Background: an optimization exercise with open tools, aiming at small area, a short achievable clock period and few clock cycles. Do not read the settings as production practice. No activity file was given, so power comes from the tool's default toggle rates.

==> inputs of v4 <==
// CPU
module CPU(
	input clk,
	input rst,
	output [31:0]imem_addr,
	input [31:0]imem_rdata,
	output [31:0]dmem_addr,
	output [31:0]dmem_wdata,
	output dmem_we,
	input [31:0]dmem_rdata
    );
	reg [9:0] pc;                  
	reg        id_valid;           
	reg        id_vn;              
	reg        rp;                 
	reg [9:0]  rpc;
	reg [1:0]  id_bix;             
	reg [1:0]  bht [0:3];          
	reg        up_v, up_t;         
	reg [1:0]  up_ix;
	reg [31:1] id_rsa, id_rsb;     
	reg        id_fwa, id_fwb;     
	reg        id_fla;             
	reg [15:0] id_imm;             
	reg        id_pos, id_neg;     
	reg        id_ci;              
	reg        id_sum;             
	reg        id_and, id_or, id_slt, id_sltw;
	reg        id_lw, id_sw;
	reg        id_rq, id_rn, id_rg, id_rl;    
	reg        id_wr;              
	reg [4:0]  id_dest;
	reg [9:0]  id_alt;             
	reg [31:0] mem_res;            
	reg [31:0] mem_sd;             
	reg        mem_we, mem_wb, mem_ld;
	reg [4:0]  mem_dest;
	reg [31:0] rf [1:31];
	wire bht_p = bht[pc[1:0]][1];
	wire [31:0] ins = imem_rdata;
	wire [5:0] op = ins[31:26];
	wire [5:0] fn = ins[5:0];
	wire [4:0] f_rs = ins[25:21];
	wire [4:0] f_rt = ins[20:16];
	wire [4:0] f_rd = ins[15:11];
	wire f_r0   = (op == 6'h00);
	wire f_add  = f_r0 & (fn == 6'h20);
	wire f_sub  = f_r0 & (fn == 6'h22);
	wire f_and  = f_r0 & (fn == 6'h24);
	wire f_or   = f_r0 & (fn == 6'h25);
	wire f_slt  = f_r0 & (fn == 6'h2a);
	wire f_rtype = f_add | f_sub | f_and | f_or | f_slt;
	wire f_addi = (op == 6'h08);
	wire f_lw   = (op == 6'h23);
	wire f_sw   = (op == 6'h2b);
	wire f_beq  = (op == 6'h04);
	wire f_bgtz = (op == 6'h07);
	wire f_j    = (op == 6'h02);
	wire f_imm  = f_addi | f_lw | f_sw;
  ...
Settings: LEC_CHECK=0, CAP_MARGIN=20, CORE_MARGIN=2, CORE_UTILIZATION=60, CTS_BUF_LIST=sky130_fd_sc_hd__clkbuf_16, CTS_CLUSTER_DIAMETER=60, CTS_CLUSTER_SIZE=30, SLEW_MARGIN=20, SYNTH_HIERARCHICAL=1; clock period 10.5 ns.
standard.sh (not shown) runs the stock make flow with config.mk's settings and CLKGATE_MAP_FILE= SYNTH_SCRIPT=/design/flow/synth_recipe.tcl, a recipe that flattens the netlist after the stock synthesis.
==> flow/flow/run.sh <==
#!/bin/bash
# Layout flow: the standard synthesis, then the ORFS flow with
#  - combinational cells reset to drive strength 1 before floorplanning,
#  - timing repair aimed at a tighter setup target (SETUP_SLACK_MARGIN),
#  - port buffers of a plain buffer cell.
# Each tool's log goes to the ORFS logs folder; make's output to *.log here.
set -e
F=$(pwd)/flow
bash standard.sh synth > synth.log 2>&1
bash standard.sh PRE_FLOORPLAN_TCL=$F/downsize.tcl \
  SETUP_SLACK_MARGIN=7 TNS_END_PERCENT=100 \
  "BUFFER_PORTS_ARGS=-buffer_cell sky130_fd_sc_hd__buf_2" \
  finish > layout.log 2>&1
==> flow/flow/downsize.tcl <==
# Before floorplanning: put every combinational logic cell at its smallest
# drive strength; timing repair later sizes up the cells that need it.
set db [ord::get_db]
set n 0
foreach inst [[ord::get_db_block] getInsts] {
  set m [[$inst getMaster] getName]
  if {![regexp {^sky130_fd_sc_hd__([a-z0-9]+)_([0-9]+)$} $m -> base sz]} { continue }
  if {$sz <= 1} { continue }
  if {[regexp {^(df|edf|sdf|dl|buf|inv|clk|conb|tap|fill|decap|diode|bufbuf|bufinv|probe|lpflow|macro)} $base]} { continue }
  set new [$db findMaster sky130_fd_sc_hd__${base}_1]
  if {$new eq "NULL" || $new eq ""} { continue }
  $inst swapMaster $new
  incr n
}
puts "downsize: $n cells set to drive strength 1"
==> inputs of v22, as changes to v4 <==
--- a/flow/design.v
+++ b/flow/design.v
@@ -5,26 +5,25 @@
 module c_a21o(input a1, input a2, input b1, output y); assign y = (a1 & a2) | b1; endmodule
 module c_nand4(input a, input b, input c, input d, output y); assign y = ~(a & b & c & d); endmodule
 module c_nand3(input a, input b, input c, output y); assign y = ~(a & b & c); endmodule
 module c_and3(input a, input b, input c, output y); assign y = a & b & c; endmodule
 module c_nand2(input a, input b, output y); assign y = ~(a & b); endmodule
 module c_nor2(input a, input b, output y); assign y = ~(a | b); endmodule
 module c_and2(input a, input b, output y); assign y = a & b; endmodule
-module c_majn(input a, input bn, input c, output y); assign y = (a & ~bn) | (c & (a | ~bn)); endmodule
 module c_andn(input a, input bn, output y); assign y = a & ~bn; endmodule
 module c_xnor2(input a, input b, output y); assign y = ~(a ^ b); endmodule
 module ks_add(input [31:0] a, input [31:0] bn, input ci, output [31:0] p, output [32:0] cn);
 	wire [31:0] g;
 	wire [31:0] G0, G1n, P1n, G2, P2, G3n, P3n, G4, P4, G5n;
 	genvar i;
 	generate for (i = 0; i < 32; i = i + 1) begin : l
 		c_xnor2 up0(.a(a[i]), .b(bn[i]), .y(p[i]));           
 		c_andn ug0(.a(a[i]), .bn(bn[i]), .y(g[i]));          
 		if (i == 0) begin : c0
-			c_majn um(.a(a[i]), .bn(bn[i]), .c(ci), .y(G0[i]));    
+			assign G0[i] = g[i] | (p[i] & ci);
 		end else begin : c1
 			assign G0[i] = g[i];
 		end
 		if (i >= 1) begin : a1
 			c_a21oi ug(.a1(p[i]), .a2(G0[i-1]), .b1(G0[i]), .y(G1n[i]));
 			c_nand2 up(.a(p[i]), .b(p[i-1]), .y(P1n[i]));
 		end else begin : b1
@@ -78,15 +77,14 @@
 		wire sbit;
 		c_xnor2 ux(.a(p[i]), .b(cn[i]), .y(sbit));
 		c_a21o ur(.a1(sbit), .a2(sel_sum), .b1(lres[i]), .y(res[i]));
 	end endgenerate
 	assign co = ~cn[32];
 endmodule
 module c_xor2(input a, input b, output y); assign y = a ^ b; endmodule
-module c_nor3(input a, input b, input c, output y); assign y = ~(a | b | c); endmodule
 module c_nor4(input a, input b, input c, input d, output y); assign y = ~(a | b | c | d); endmodule
 module eq32(input [31:0] a, input [31:0] b, output eq, output ne);
 	wire [31:0] d;
 	wire [15:0] z;
 	wire [3:0] n;
 	wire [1:0] m;
 	genvar i;
@@ -165,68 +163,68 @@
 	assign s = p ^ {G4[8:0], 1'b1};
 endmodule
 module rd_tree(
 	input [31:1] sel,
 	input fsel,
 	input [31:0] fwd,
 	input [32*31-1:0] regs,    
-	output [31:0] h            
+	output [31:0] h0,          
+	output [31:0] h1
     );
 	genvar b, k;
 	generate for (b = 0; b < 32; b = b + 1) begin : bt
 		wire [31:0] d, s;
-		wire [10:0] l1;
-		wire [2:0] l2;
+		wire [15:0] l1;
+		wire [3:0] l2;
 		assign d[0] = fwd[b];
 		assign s[0] = fsel;
 		for (k = 1; k < 32; k = k + 1) begin : t
 			assign d[k] = regs[32*(k-1) + b];
 			assign s[k] = sel[k];
 		end
-		for (k = 0; k < 10; k = k + 1) begin : a
-			c_a222oi u(.a1(d[3*k]), .a2(s[3*k]), .b1(d[3*k+1]), .b2(s[3*k+1]),
-			           .c1(d[3*k+2]), .c2(s[3*k+2]), .y(l1[k]));
-		end
-		c_a22oi u10(.a1(d[30]), .a2(s[30]), .b1(d[31]), .b2(s[31]), .y(l1[10]));
-		c_nand4 n0(.a(l1[0]), .b(l1[1]), .c(l1[2]), .d(l1[3]), .y(l2[0]));
-		c_nand4 n1(.a(l1[4]), .b(l1[5]), .c(l1[6]), .d(l1[7]), .y(l2[1]));
-		c_nand3 n2(.a(l1[8]), .b(l1[9]), .c(l1[10]), .y(l2[2]));
-		c_nor3 o(.a(l2[0]), .b(l2[1]), .c(l2[2]), .y(h[b]));
+		for (k = 0; k < 16; k = k + 1) begin : a
+			c_a22oi u(.a1(d[2*k]), .a2(s[2*k]), .b1(d[2*k+1]), .b2(s[2*k+1]), .y(l1[k]));
+		end
+		for (k = 0; k < 4; k = k + 1) begin : n
+			c_nand4 u(.a(l1[4*k]), .b(l1[4*k+1]), .c(l1[4*k+2]), .d(l1[4*k+3]), .y(l2[k]));
+		end
+		c_nor2 o0(.a(l2[0]), .b(l2[1]), .y(h0[b]));
+		c_nor2 o1(.a(l2[2]), .b(l2[3]), .y(h1[b]));
 	end endgenerate
 endmodule
 module rd_port_a(
 	input [31:1] sel, input fsel, input [31:0] fwd,
 	input lsel, input [31:0] ld,
 	input [32*31-1:0] regs,
 	output [31:0] q,           
 	output [31:0] q0           
     );
-	wire [31:0] h;
-	rd_tree t(.sel(sel), .fsel(fsel), .fwd(fwd), .regs(regs), .h(h));
+	wire [31:0] h0, h1;
+	rd_tree t(.sel(sel), .fsel(fsel), .fwd(fwd), .regs(regs), .h0(h0), .h1(h1));
 	genvar b;
 	generate for (b = 0; b < 32; b = b + 1) begin : bt
 		wire lt;
 		c_nand2 ol(.a(lsel), .b(ld[b]), .y(lt));
-		c_nand2 oq(.a(h[b]), .b(lt), .y(q[b]));
-		c_inv o0(.a(h[b]), .y(q0[b]));
+		c_nand3 oq(.a(h0[b]), .b(h1[b]), .c(lt), .y(q[b]));
+		c_nand2 o0(.a(h0[b]), .b(h1[b]), .y(q0[b]));
 	end endgenerate
 endmodule
 module rd_port_b(
 	input [31:1] sel, input fsel, input [31:0] fwd,
 	input [32*31-1:0] regs,
 	output [31:0] q,
 	output [31:0] qn
     );
-	wire [31:0] h;
-	rd_tree t(.sel(sel), .fsel(fsel), .fwd(fwd), .regs(regs), .h(h));
+	wire [31:0] h0, h1;
+	rd_tree t(.sel(sel), .fsel(fsel), .fwd(fwd), .regs(regs), .h0(h0), .h1(h1));
 	genvar b;
 	generate for (b = 0; b < 32; b = b + 1) begin : bt
-		c_inv oq(.a(h[b]), .y(q[b]));
+		c_nand2 oq(.a(h0[b]), .b(h1[b]), .y(q[b]));
+		c_and2 on(.a(h0[b]), .b(h1[b]), .y(qn[b]));
 	end endgenerate
-	assign qn = h;
 endmodule
 module CPU(
 	input clk,
 	input rst,
 	output [31:0]imem_addr,
 	input [31:0]imem_rdata,
 	output [31:0]dmem_addr,
@@ -237,19 +235,18 @@
 	reg [9:0] pc;                  
 	reg        id_valid;           
 	reg        id_vn;              
 	reg        rp;                 
 	reg [9:0]  rpc;
 	reg [1:0]  id_bix;             
 	reg [1:0]  bht [0:3];          
-	reg        up_v, up_t;         
-	reg [1:0]  up_ix;
 	reg [31:1] id_rsa, id_rsb;     
 	reg        id_fwa, id_fwb;     
 	reg        id_fla;             
+	reg        id_sdl;             
 	reg [15:0] id_imm;             
 	reg        id_pos, id_neg;     
 	reg        id_ci;              
 	reg        id_sum;             
 	reg        id_and, id_or, id_slt, id_sltw;
 	reg        id_lw, id_sw;
 	reg        id_rq, id_rn, id_rg, id_rl;    
@@ -329,15 +326,15 @@
 	wire ex_br = id_valid & (id_rq | id_rn | id_rg | id_rl);
 	wire ex_wr = ex_fire & id_wr;
 	wire m_rs = ex_wr & (f_rs == id_dest);
 	wire m_rt = ex_wr & (f_rt == id_dest);
 	wire l_rs = m_rs & id_lw;
 	wire l_rt = m_rt & id_lw;
 	wire f_comm = f_add | f_and | f_or | f_slt;    
-	wire n_stall = ((f_beq | f_bgtz) & l_rs) | ((f_beq | f_sw) & l_rt) |
+	wire n_stall = ((f_beq | f_bgtz) & l_rs) | (f_beq & l_rt) |
 	               (f_rtype & l_rt & (~f_comm | l_rs));
 	wire swap = f_comm & l_rt & ~l_rs;
 	wire [4:0] ea = swap ? f_rt : f_rs;
 	wire [4:0] eb = swap ? f_rs : f_rt;
 	wire ma = swap ? m_rt : m_rs;
 	wire mb = swap ? m_rs : m_rt;
 	wire n_valid = ~rst & ~redirect & ~n_stall & ~rp;
@@ -345,32 +342,30 @@
 	always @(posedge clk) begin
 		pc <= pc_d;
 		id_valid <= n_valid;
 		id_vn <= ~n_valid;
 		rp <= ~rst & n_stall & ~redirect;
 		rpc <= pc;
 		id_bix <= pc[1:0];
-		up_v <= ex_br & ~rst;
-		up_t <= taken;
-		up_ix <= id_bix;
 		for (k = 0; k < 4; k = k + 1)
 			if (rst) bht[k] <= 2'b01;
-			else if (up_v && up_ix == k) begin
-				if (up_t && bht[k] != 2'b11) bht[k] <= bht[k] + 2'd1;
-				else if (!up_t && bht[k] != 2'b00) bht[k] <= bht[k] - 2'd1;
+			else if (ex_br && id_bix == k) begin
+				if (taken && bht[k] != 2'b11) bht[k] <= bht[k] + 2'd1;
+				else if (!taken && bht[k] != 2'b00) bht[k] <= bht[k] - 2'd1;
 			end
 	end
 	always @(posedge clk) begin
 		for (k = 1; k < 32; k = k + 1) begin
 			id_rsa[k] <= (ea == k) & ~ma;
 			id_rsb[k] <= (eb == k) & ~mb;
 		end
 		id_fwa <= ma & ~id_lw;
 		id_fwb <= mb & ~id_lw;
 		id_fla <= ma & id_lw;
+		id_sdl <= mb & id_lw;
 		id_imm <= f_imm ? ins[15:0] : 16'd0;
 		id_pos <= f_add;
 		id_neg <= f_sub | f_slt;
 		id_ci  <= f_sub | (f_slt & ~swap);
 		id_sum <= f_add | f_sub | f_imm;
 		id_and <= f_and;
 		id_or  <= f_or;
@@ -393,15 +388,15 @@
 		end else begin
 			mem_we <= ex_fire & id_sw;
 			mem_wb <= ex_fire & id_wr;
 		end
 		mem_ld <= id_lw;
 		mem_dest <= id_dest;
 		mem_res <= res;
-		mem_sd <= rt;
+		mem_sd <= id_sdl ? dmem_rdata : rt;
 	end
 	assign imem_addr  = {20'd0, pc, 2'b00};
 	assign dmem_addr  = mem_res;
 	assign dmem_wdata = mem_sd;
 	assign dmem_we    = mem_we;
 	wire [31:0] wd = mem_ld ? dmem_rdata : mem_res;
 	always @(posedge clk)
==> flow/config.mk (replaced) <==
export PLATFORM = sky130hd
export DESIGN_NAME = CPU
export DESIGN_NICKNAME = CPU
export VERILOG_FILES = /design/flow/design.v
export SDC_FILE = /design/flow/constraint.sdc
export NUM_CORES = 8
export LEC_CHECK = 0
export CAP_MARGIN = 20
export CORE_MARGIN = 2
export CORE_UTILIZATION = 40
export CTS_BUF_LIST = sky130_fd_sc_hd__clkbuf_8
export CTS_CLUSTER_SIZE = 30
export SLEW_MARGIN = 20
export SYNTH_HIERARCHICAL = 1
==> notes <==
v22 completed with no timing, DRC or antenna violations. v4 finished with timing, DRC and antenna clean. Maximum frequency: v22 is larger than v4 (12%). Of v22 and v4, v22 has the higher via count (gap 5.9%, measured against v4). Wire length: v4 is smaller than v22 (12%). In v4 the sequential share of layout area is higher than in v22, by 3.4 points. Against v4, the utilization of v22 is lower by 23 points. Between v22 and v4, the lower count of clock-buffer cells in the layout is in v4 (gap 129). Worst setup slack: v4 is lower than v22 (450 ps). Against v22, the clock skew of v4 is lower by 9.1 ps. Of v22 and v4, v22 has the higher cell count (gap about 26%, measured against v4). In v4 the flip-flop and latch count is higher than in v22, by 3.
==> figures <==
Post-route total power: v22 10.1 mW; v4 9.84 mW
Share of total power in sequential cells: v22 51.5%; v4 53.1%
Post-layout minimum cycle time: v22 3700 ps; v4 4160 ps
Number of non-clock inverters: v22 33; v4 98
Slew margin rel.: v22 19.7%; v4 21.9%
Total length of routed met2 wires: v22 89,900 um; v4 83,200 um
Run status: v22 finished clean; v4 finished clean
First-pass GRT wire length: v22 291,000 um; v4 263,000 um
Launch point of the worst path: v22 id_rsb[22]; v4 id_rsa[15]
Total number of cells along the worst setup path: v22 15; v4 16
Post-route core utilization: v22 49.1%; v4 71.6%
DRC violation total after the first TritonRoute iteration: v22 7,662; v4 11,500
Sum of net half-perimeters after detailed placement: v22 125,000 um; v4 113,000 um
Well-tap cell count: v22 1,742; v4 1,080
H-Tree Level Count: v22 4; v4 3
Mean number of vias per cell: v22 6.74; v4 8.05
Area of placed instances: v22 56,400 um2; v4 53,400 um2
Pre-CTS setup slack: v22 5790 ps; v4 5310 ps
End point of the critical path: v22 pc[4]; v4 mem_res[0]
Total area of sequential cells: v22 34,300 um2; v4 34,200 um2
Count of plain and timing-repair buffers in the layout: v22 330; v4 342
Switching power: v22 2.63 mW; v4 2.61 mW
No run of this note included a check of the RTL's function; only the layout flow was run.

-- separate check: timing with driven ports --
In the flow no input, the clock included, has a driving cell. The finished layouts below were timed again as built, in two steps. Step 1 assumes that a clkbuf_16 drives the clock port and a buf_2 every other input. Step 2 also shifts input and output timing later by t, the mid clock arrival at the registers, as if the neighbouring blocks saw the same clock. Slacks: ideal ports / drivers / drivers and shift; pairs: ideal ports / drivers.
run	t, ns	setup WS [ns]	worst hold slack (ns)	latest minus earliest clock arrival (ns)	cell pins on the clock port's net
v4	0.748	6.342 / 6.342 / 6.171	0.336 / 0.336 / 0.336	0.041 / 0.041	1
v22	1.012	6.796 / 6.796 / 6.140	0.396 / 0.396 / 0.396	0.049 / 0.049	1
After both steps every run listed still meets setup and hold. For v22, which loses most, drivers alone change the setup slack by 0.000 ns; drivers and shift together by -0.656 ns.
